From an optimization exercise on the open Yosys and OpenROAD flow, aimed at small area and a short achievable clock period; shortcuts taken in it are not production practice. In this exercise RTL edits were held to simulation tests only and were not proved equivalent to the original. Power is estimated from default activity; no workload was simulated.

==> flow/design.v, too long to show whole: its modules and the start of the top module <==
// module Ques3: 39 lines
// module alu: 1674 lines
// module zero_sel: 5 lines
// module rd_bit: 21 lines
// module rd_bit2: 22 lines
// module g_inv: 5 lines
// module g_nand2: 5 lines
// module g_nor2: 5 lines
// module g_nand3: 5 lines
// module g_nor3: 5 lines
// module g_nand4: 5 lines
// module g_nor4: 5 lines
// module g_xor2: 5 lines
// module g_xnor2: 5 lines
// module g_a21oi: 5 lines
// module g_o21ai: 5 lines
// module g_a22oi: 5 lines
// module g_a222oi: 5 lines
// module g_mux2: 5 lines
// module g_mux2i: 5 lines
module Ques3 (out, zero, Data_in, Read_Addr_1, Read_Addr_2, Write_Addr, Write_Enable, Clock, Mux_ctrl, opcode);
  // ...
==> flow/flow/run.sh <==
#!/bin/bash
set -euo pipefail
bash standard.sh synth > synth.log 2>&1
export PRE_FLOORPLAN_TCL="$PWD/flow/downsize.tcl"
export BUFFER_PORTS_ARGS="-buffer_cell sky130_fd_sc_hd__buf_4"
bash standard.sh finish > layout.log 2>&1
==> flow/flow/downsize.tcl <==
# Set every combinational cell from synthesis to the _1 drive of its own
# function (ABC maps the design's small gate modules at high drive); the
# flow's timing repair then upsizes the cells that timing needs. Registers
# keep their cell.
set block [ord::get_db_block]
set db [ord::get_db]
set n 0
foreach inst [$block getInsts] {
  set m [$inst getMaster]
  set name [$m getName]
  if {![regexp {^(sky130_fd_sc_hd__[a-z0-9]+)_([0-9]+)$} $name -> base drive]} { continue }
  if {$drive == 1 || $drive == 0} { continue }
  if {[string match "*df*" $base] || [string match "*dl*" $base] || [string match "*conb*" $base]} { continue }
  set small [$db findMaster "${base}_1"]
  if {$small == "NULL"} { continue }
  if {[$small getWidth] >= [$m getWidth]} { continue }
  $inst swapMaster $small
  incr n
}
puts "downsize: $n cells set to drive 1"
==> flow/standard.sh <==
#!/bin/bash
# synth_recipe.tcl (not shown) runs the flow's synth.tcl, then flattens the netlist and writes it again
# the make line also repeats each setting of config.mk as NAME=value (left out here)
make -C /OpenROAD-flow-scripts/flow DESIGN_CONFIG=/design/flow/config.mk WORK_HOME=/design/flow/orfs CLKGATE_MAP_FILE= SYNTH_SCRIPT=/design/flow/synth_recipe.tcl "${@:-finish}"
==> flow/config.mk <==
export PLATFORM = sky130hd
export DESIGN_NAME = Ques3
export DESIGN_NICKNAME = Ques3
export VERILOG_FILES = /design/flow/design.v
export SDC_FILE = /design/flow/constraint.sdc
export NUM_CORES = 4
export LEC_CHECK = 0
export CAP_MARGIN = 20
export CORE_MARGIN = 2
export CORE_UTILIZATION = 55
export CTS_CLUSTER_DIAMETER = 100
export CTS_CLUSTER_SIZE = 24
export PLACE_DENSITY = 0.72
export SETUP_SLACK_MARGIN = 2.5
export SLEW_MARGIN = 20
export SYNTH_HIERARCHICAL = 1
export SYNTH_MINIMUM_KEEP_SIZE = 0
==> flow/constraint.sdc <==
create_clock -name core_clock -period 11.0 [get_ports {Clock}]
set_input_delay 2.2000 -clock core_clock [delete_from_list [all_inputs] [get_ports {Clock}]]
set_output_delay 2.2000 -clock core_clock [all_outputs]
set_load 0.01 [all_outputs]
==> summary.txt, run 1 <==
* Slew margin rel. at 22.5%
* Clk sinks at approximately 1,000
* Power Clock at 2020 µW
* Setup tns final at 0 ns
* Cells on Worst Hold Path at 9
* Placed cells at 4,375
* Met3 Use GR at 16.6%
* Final max-slew violation count at 0
* Leakage power total at between 0.015 and 0.02 µW
* Post-CTS setup repair buffer count at around 120
* Flop2flop setup slack at 5.56 ns
* Top cell category: flip-flops and latches
* Buffers, non-clock at 427
* Worst flop-to-flop path endpoint: Reg_File[18][23]$_DFFE_PP_
* Most common cell after layout, fill and taps aside: edfxtp_1
* Max-Cap Viols at 0
* Sequential share of cell area at 56.4%
* GRT Total Usage at 43.4%
* GR Layer Usage met1 at 53.6%
* Total power at 8870 µW
* Full die area at 0.0851 mm²
* Die Span Y at roughly 290 µm
* Final setup margin at 2.22 ns
* Fin util at 66.5%
* Critical Path Start Type: input port
* Clk latency of the worst-skew pair at 0.70 ns
* Max Fclk at 114 MHz
* Overflow after GRT at 0
* VDD IR max at 0.147 mV
* Seq. cell area at between 0.03 and 0.04 mm²
* Worst clock skew at 0.0813 ns
* Placer Congestion at between 1 and 1.5
* Switching Share at approximately a third
* Status: complete, no violations
* Internal at 6060 µW
==> run 2: changes to the inputs <==
--- a/flow/design.v
+++ b/flow/design.v
@@ -59,16 +59,22 @@
   wire k1     = sub & ~inc;     
   wire big = ~&nB[31:5];
   wire [4:0] sh = ~nBs;
   wire shk_0 = sh[0], kpk_0 = ~sh[0];
   wire shk_1 = sh[1], kpk_1 = ~sh[1];
   wire shk_2 = sh[2], kpk_2 = ~sh[2];
   wire shk_3 = sh[3], kpk_3 = ~sh[3];
   wire shk_4 = sh[4], kpk_4 = ~sh[4];
+  wire shift  = shl | shr;
+  wire lgc    = ~arith & ~shift;
+  wire shl_ok = shl & ~big;
+  wire shr_ok = shr & ~big;
+  wire shift_big = shift & big;
+  wire [31:0] nmask = ~(32'hFFFFFFFF >> sh);
   wire nb2_0;
   wire p_0;
   wire g_0;
   wire t_0;
   wire nb2_1;
   wire p_1;
   wire g_1;
   wire t_1;
@@ -796,17 +802,17 @@
   wire zar_a14;
   wire zar_a15;
   wire zar_b0;
   wire zar_b1;
   wire zar_b2;
   wire zar_b3;
   wire zar_c0;
   wire zar_c1;
-  wire zar_nz;
+  wire t_ar;
   wire zy_0;
   wire zy_1;
   wire zy_2;
   wire zy_3;
   wire zy_4;
   wire zy_5;
   wire zy_6;
   wire zy_7;
@@ -851,28 +857,28 @@
   wire zsh_a14;
   wire zsh_a15;
   wire zsh_b0;
   wire zsh_b1;
   wire zsh_b2;
   wire zsh_b3;
   wire zsh_c0;
   wire zsh_c1;
-  wire zsh_nz;
+  wire t_sh;
   wire zlg_a0;
   wire zlg_a1;
   wire zlg_a2;
   wire zlg_a3;
   wire zlg_a4;
   wire zlg_a5;
   wire zlg_a6;
   wire zlg_a7;
   wire zlg_b0;
   wire zlg_b1;
-  wire nz_lg;
+  wire t_lg;
   g_mux2i u1 (.a0(k0), .a1(k1), .s(nB[0]), .y(nb2_0));
   g_xor2 u2 (.a(nA[0]), .b(nb2_0), .y(p_0));
   g_nor2 u3 (.a(nA[0]), .b(nb2_0), .y(g_0));
   g_nand2 u4 (.a(nA[0]), .b(nb2_0), .y(t_0));
   g_mux2i u5 (.a0(k0), .a1(k1), .s(nB[1]), .y(nb2_1));
   g_xor2 u6 (.a(nA[1]), .b(nb2_1), .y(p_1));
   g_nor2 u7 (.a(nA[1]), .b(nb2_1), .y(g_1));
   g_nand2 u8 (.a(nA[1]), .b(nb2_1), .y(t_1));
@@ -1632,17 +1638,17 @@
   g_nor2 u762 (.a(zx_28), .b(zx_29), .y(zar_a14));
   g_nor2 u763 (.a(zx_30), .b(zx_31), .y(zar_a15));
   g_nand4 u764 (.a(zar_a0), .b(zar_a1), .c(zar_a2), .d(zar_a3), .y(zar_b0));
   g_nand4 u765 (.a(zar_a4), .b(zar_a5), .c(zar_a6), .d(zar_a7), .y(zar_b1));
   g_nand4 u766 (.a(zar_a8), .b(zar_a9), .c(zar_a10), .d(zar_a11), .y(zar_b2));
   g_nand4 u767 (.a(zar_a12), .b(zar_a13), .c(zar_a14), .d(zar_a15), .y(zar_b3));
   g_nor2 u768 (.a(zar_b0), .b(zar_b1), .y(zar_c0));
   g_nor2 u769 (.a(zar_b2), .b(zar_b3), .y(zar_c1));
-  g_nand2 u770 (.a(zar_c0), .b(zar_c1), .y(zar_nz));
+  g_nand3 u770 (.a(arith), .b(zar_c0), .c(zar_c1), .y(t_ar));
   g_nor2 u771 (.a(nai_0), .b(nmask[0]), .y(zy_0));
   g_nor2 u772 (.a(nai_1), .b(nmask[1]), .y(zy_1));
   g_nor2 u773 (.a(nai_2), .b(nmask[2]), .y(zy_2));
   g_nor2 u774 (.a(nai_3), .b(nmask[3]), .y(zy_3));
   g_nor2 u775 (.a(nai_4), .b(nmask[4]), .y(zy_4));
   g_nor2 u776 (.a(nai_5), .b(nmask[5]), .y(zy_5));
   g_nor2 u777 (.a(nai_6), .b(nmask[6]), .y(zy_6));
   g_nor2 u778 (.a(nai_7), .b(nmask[7]), .y(zy_7));
@@ -1687,39 +1693,29 @@
   g_nor2 u817 (.a(zy_28), .b(zy_29), .y(zsh_a14));
   g_nor2 u818 (.a(zy_30), .b(zy_31), .y(zsh_a15));
   g_nand4 u819 (.a(zsh_a0), .b(zsh_a1), .c(zsh_a2), .d(zsh_a3), .y(zsh_b0));
   g_nand4 u820 (.a(zsh_a4), .b(zsh_a5), .c(zsh_a6), .d(zsh_a7), .y(zsh_b1));
   g_nand4 u821 (.a(zsh_a8), .b(zsh_a9), .c(zsh_a10), .d(zsh_a11), .y(zsh_b2));
   g_nand4 u822 (.a(zsh_a12), .b(zsh_a13), .c(zsh_a14), .d(zsh_a15), .y(zsh_b3));
   g_nor2 u823 (.a(zsh_b0), .b(zsh_b1), .y(zsh_c0));
   g_nor2 u824 (.a(zsh_b2), .b(zsh_b3), .y(zsh_c1));
-  g_nand2 u825 (.a(zsh_c0), .b(zsh_c1), .y(zsh_nz));
+  g_a31oi u825 (.a1(shift), .a2(zsh_c0), .a3(zsh_c1), .b1(shift_big), .y(t_sh));
   g_nand4 u826 (.a(n1_0), .b(n1_1), .c(n1_2), .d(n1_3), .y(zlg_a0));
   g_nand4 u827 (.a(n1_4), .b(n1_5), .c(n1_6), .d(n1_7), .y(zlg_a1));
   g_nand4 u828 (.a(n1_8), .b(n1_9), .c(n1_10), .d(n1_11), .y(zlg_a2));
   g_nand4 u829 (.a(n1_12), .b(n1_13), .c(n1_14), .d(n1_15), .y(zlg_a3));
   g_nand4 u830 (.a(n1_16), .b(n1_17), .c(n1_18), .d(n1_19), .y(zlg_a4));
   g_nand4 u831 (.a(n1_20), .b(n1_21), .c(n1_22), .d(n1_23), .y(zlg_a5));
   g_nand4 u832 (.a(n1_24), .b(n1_25), .c(n1_26), .d(n1_27), .y(zlg_a6));
   g_nand4 u833 (.a(n1_28), .b(n1_29), .c(n1_30), .d(n1_31), .y(zlg_a7));
   g_nor4 u834 (.a(zlg_a0), .b(zlg_a1), .c(zlg_a2), .d(zlg_a3), .y(zlg_b0));
   g_nor4 u835 (.a(zlg_a4), .b(zlg_a5), .c(zlg_a6), .d(zlg_a7), .y(zlg_b1));
-  g_nand2 u836 (.a(zlg_b0), .b(zlg_b1), .y(nz_lg));
-  zero_sel ZS (.arith(arith), .shift(shift), .lgc(lgc), .big(big), .nz_ar(zar_nz), .nz_m(zsh_nz), .nz_lg(nz_lg), .zero(zero));
-  wire shift  = shl | shr;
-  wire lgc    = ~arith & ~shift;
-  wire shl_ok = shl & ~big;
-  wire shr_ok = shr & ~big;
-  wire [31:0] nmask = ~(32'hFFFFFFFF >> sh);
-endmodule
-module zero_sel (arith, shift, lgc, big, nz_ar, nz_m, nz_lg, zero);
-  input arith, shift, lgc, big, nz_ar, nz_m, nz_lg;
-  output zero;
-  assign zero = (arith & ~nz_ar) | (shift & (big | ~nz_m)) | (lgc & ~nz_lg);
+  g_nand3 u836 (.a(lgc), .b(zlg_b0), .c(zlg_b1), .y(t_lg));
+  g_nand3 u837 (.a(t_ar), .b(t_sh), .c(t_lg), .y(zero));
 endmodule
 module rd_bit (q, sel, nd);
   input  [31:0] q, sel;
   output        nd;
   wire [10:0] l;
   wire h0, h1, h2;
   g_a222oi t0 (.a1(q[0]), .a2(sel[0]), .b1(q[1]), .b2(sel[1]), .c1(q[2]), .c2(sel[2]), .y(l[0]));
   g_a222oi t1 (.a1(q[3]), .a2(sel[3]), .b1(q[4]), .b2(sel[4]), .c1(q[5]), .c2(sel[5]), .y(l[1]));
@@ -1804,16 +1800,21 @@
   output y;
   assign y = ~(a ^ b);
 endmodule
 module g_a21oi (a1, a2, b1, y);
   input a1, a2, b1;
   output y;
   assign y = ~((a1 & a2) | b1);
 endmodule
+module g_a31oi (a1, a2, a3, b1, y);
+  input a1, a2, a3, b1;
+  output y;
+  assign y = ~((a1 & a2 & a3) | b1);
+endmodule
 module g_o21ai (a1, a2, b1, y);
   input a1, a2, b1;
   output y;
   assign y = ~((a1 | a2) & b1);
 endmodule
 module g_a22oi (a1, a2, b1, b2, y);
   input a1, a2, b1, b2;
   output y;
==> summary.txt, run 2 <==
* Number of I/O pins at 86
* Power per cell area at around 160 mW/mm²
* Final min period at 8.61 ns
* Most common cell after layout, fill and taps aside: edfxtp_1
* Max Fclk at 116 MHz (+2.0%)
* Clk buf depth at 3
* WP data required at 8.80 ns
* Initial drt markers at 11,739
* NetSw at around 2800 µW
* Total detailed-routing wirelength at 193,000 µm
* Die W at 292 µm
* Die Span Y at 292 µm (about the same)
* Internal at 6070 µW (+0.20%)
* WP data arrival at about 6.4 ns
* Clock buffer count from CTS at 48
* CORE AREA at roughly 0.082 mm²
* Worst-Margin Slew at approximately 1.2 ns
* Most frequent cells in the layout: 1,024 x edfxtp_1, 640 x a222oi_1, 354 x buf_4
* Switching Share at 31.5% (-0.16 points)
* H-tree depth at 2
* CP Buf/Inv Count at 4
* Final max-slew violation count at 0 (unchanged)
* Max FFs per register at 1,024
* Total iterations of the first detailed-routing run at 17
* Setup tns final at 0 ns (unchanged)
* RSZ-0062 raised after global routing: yes
* Via Count at 39,278
* Clk sinks at 1,024 (unchanged)
* Largest net degree at the start of global routing at between 40 and 50
* Final setup viols at 0
* Combinational power share at approximately a quarter
* Fillers at 5,652
* Vias per inst at 8.47
* Final worst-path cycle share at 78.3%
* Worst Hold Class: reg -> reg
* Cell count after synthesis at 3,075
* First-pass GRT wire length at 263,000 µm
* VDD IR max at 0.147 mV (+0.43%)
* DP Wirelength at 119,000 µm
* Regs by FF count: Reg_File x1024
* Port buffer count at 85
* Most flop-heavy register: Reg_File
* Fin. Hold Viols at 0
* Leakage power total at 0.0175 µW (+0.64%)
* Post-Syn Nets at 3,128
* Crit Path Class: in -> out
* Full die area at 0.0851 mm² (about the same)
* CTS Root Buffer Type: clkbuf_16
* Fin util at 67.0% (+0.51 points)
* Slowest-stage cell, CP: a222oi_1
* Clk latency of the worst-skew pair at 0.66 ns (-0.04 ns)
* Largest delay share family, worst path: compound AO/OA/AOI/OAI gates
* Nets at 3,611
* Overflow after GRT at 0 (unchanged)
* CTS clock-pin slew for the worst setup and hold paths at around 0.1 ns
* Slew margin rel. at 23.0% (+0.47 points)
* Crit-path cells: buf_4, or3b_4, nor2_4, buf_4, a222oi_1, nand4_1, nor3_1, buf_4, mux2_1, a22oi_1, a22oi_1, a22oi_1, a22oi_1, a22oi_2, a22oi_2, nand3_2, buf_4
* Clk pwr share at between 20% and 30%
* Share of cells above drive strength 1 at 27.4%
* Starting density of the core at between 50% and 60%
* DRC violations left at 0
* Status: complete, no violations
* Maximum single-stage delay on the critical path at 0.55 ns
* Critical Path Fanout Max at 19
* GRT Total Usage at 43.2% (-0.23 points)
* Initial antenna violation count at 3
* Placer Congestion at 1.05 (+4.6%)
* Crit. End Element: primary output
* Critical Path Start Type: input port
* Max-Cap Viols at 0 (unchanged)
* Number of global-route vias before repair at 36,352
* Synthesis Warnings at 7
* Seq pwr share at 51.6%
* Antenna Nets Post-Route at 0
* Std cell rows at 105
* Wirelength per Cell at 41.6 µm
* Worst clock skew at 0.0358 ns (-0.0455 ns)
* TritonCTS clock tree: yes
==> run 2: routing by layer <==
metal,share of wire [%],global-route usage [%]
met5,0.084,1.36
met4,8.6,27.1
met3,18,14.8
met2,42,62.3
met1,32,56.2
==> run 2: repair_timing <==
| item | in CTS | in global routing |
|---|---|---|
| hold buffers | 0 | 0 |
| endpoints found under the hold margin | 0 | 0 |
| buffers inserted | 112 | 82 |
| gates resized for setup | 271 | 289 |
| setup endpoints to repair | 33 | 33 |
| cloned | 7 | 10 |
| pin swaps | 130 | 179 |
==> run 2: final timing paths <==
check | from | end | slack [ns] | cells after the start
setup / recovery | Read_Addr_1[1] | out[30] | 2.39 | 17
setup reg to reg | Reg_File[0][17]$_DFFE_PP_ | Reg_File[20][30]$_DFFE_PP_ | 6.10 | 15
hold / removal | Reg_File[31][8]$_DFFE_PP_ | Reg_File[8][8]$_DFFE_PP_ | 1.94 | 9
hold reg to reg | Reg_File[31][8]$_DFFE_PP_ | Reg_File[8][8]$_DFFE_PP_ | 1.94 | 9
==> run 2: power groups by stage <==
| stage | logic (µW) | clock network (µW) | registers, µW |
|---|---|---|---|
| 2_1_floorplan | 988 | 0 | 4660 |
| 3_3_place_gp | 1780 | 0 | 4660 |
| 3_5_place_dp | 1800 | 0 | 4660 |
| 4_1_cts | 1970 | 1950 | 4570 |
| 5_1_grt | 2380 | 2090 | 4580 |
| 6_report | 2310 | 1980 | 4570 |
==> run 2: cell type report <==
| class | instances | area, µm² | area share, % |
|---|---|---|---|
| flip-flops and latches | 1024 | 30700 | 56.0 |
| multi-input cells | 2024 | 17500 | 31.8 |
| repair inverters | 4 | 27.5 | 0.0501 |
| inverters | 19 | 90.1 | 0.164 |
| well taps | 1070 | 1340 | 2.44 |
| clock inverters | 3 | 32.5 | 0.0592 |
| diodes | 5 | 12.5 | 0.0228 |
| clock buffers | 49 | 1230 | 2.23 |
| repair buffers | 437 | 4030 | 7.32 |
==> run 2: metrics by stage <==
step	hold slack (ns)	power [µW]	setup WS, ns	cell area, µm²	cells
floorplan	1.57	5640	2.53	45600	3075
global placement	1.83	6440	1.19	49200	4361
detailed placement	1.89	6470	1.23	49400	4367
CTS	1.90	8500	2.45	52800	4538
global route	1.98	9040	2.41	54900	4630
finish	1.94	8870	2.39	55000	4635
==> run 2: tightest hold or removal path, delay by kind of cell (launching register included) <==
kind,cells,cell delay (ns)
compound gates,1,0.07
buf+inv,1,0.35
xor+xnor,2,0.33
flops,1,0.37
mux,1,0.16
simple gates,4,0.44

what the ideal ports hide:
No port has a modelled driver above. Below, the same layouts with a new extraction and two added sets of constraints.
Step 1 sets driving cells, clkbuf_16 on the clock port and buf_2 on the other inputs (assumed; they add their load-dependent delay and slew).
Step 2, shift: input delay + t, output delay - t, t = (earliest + latest rising clock arrival at the registers) / 2. This alone moves slack from input paths to output paths.
Three values: ideal, step 1, step 2; two values: the first two.
run | shift t [ns] | setup slack, ns | clock arrival spread, ns
run 1 | 0.738 | 2.217 / 2.127 / 2.127 | 0.082 / 0.081
run 2 | 0.721 | 2.391 / 2.357 / 2.357 | 0.035 / 0.036
After both steps every run listed still meets setup and hold. The setup slack of run 1, which loses most, moves by -0.090 ns with the drivers and by -0.090 ns with both steps.
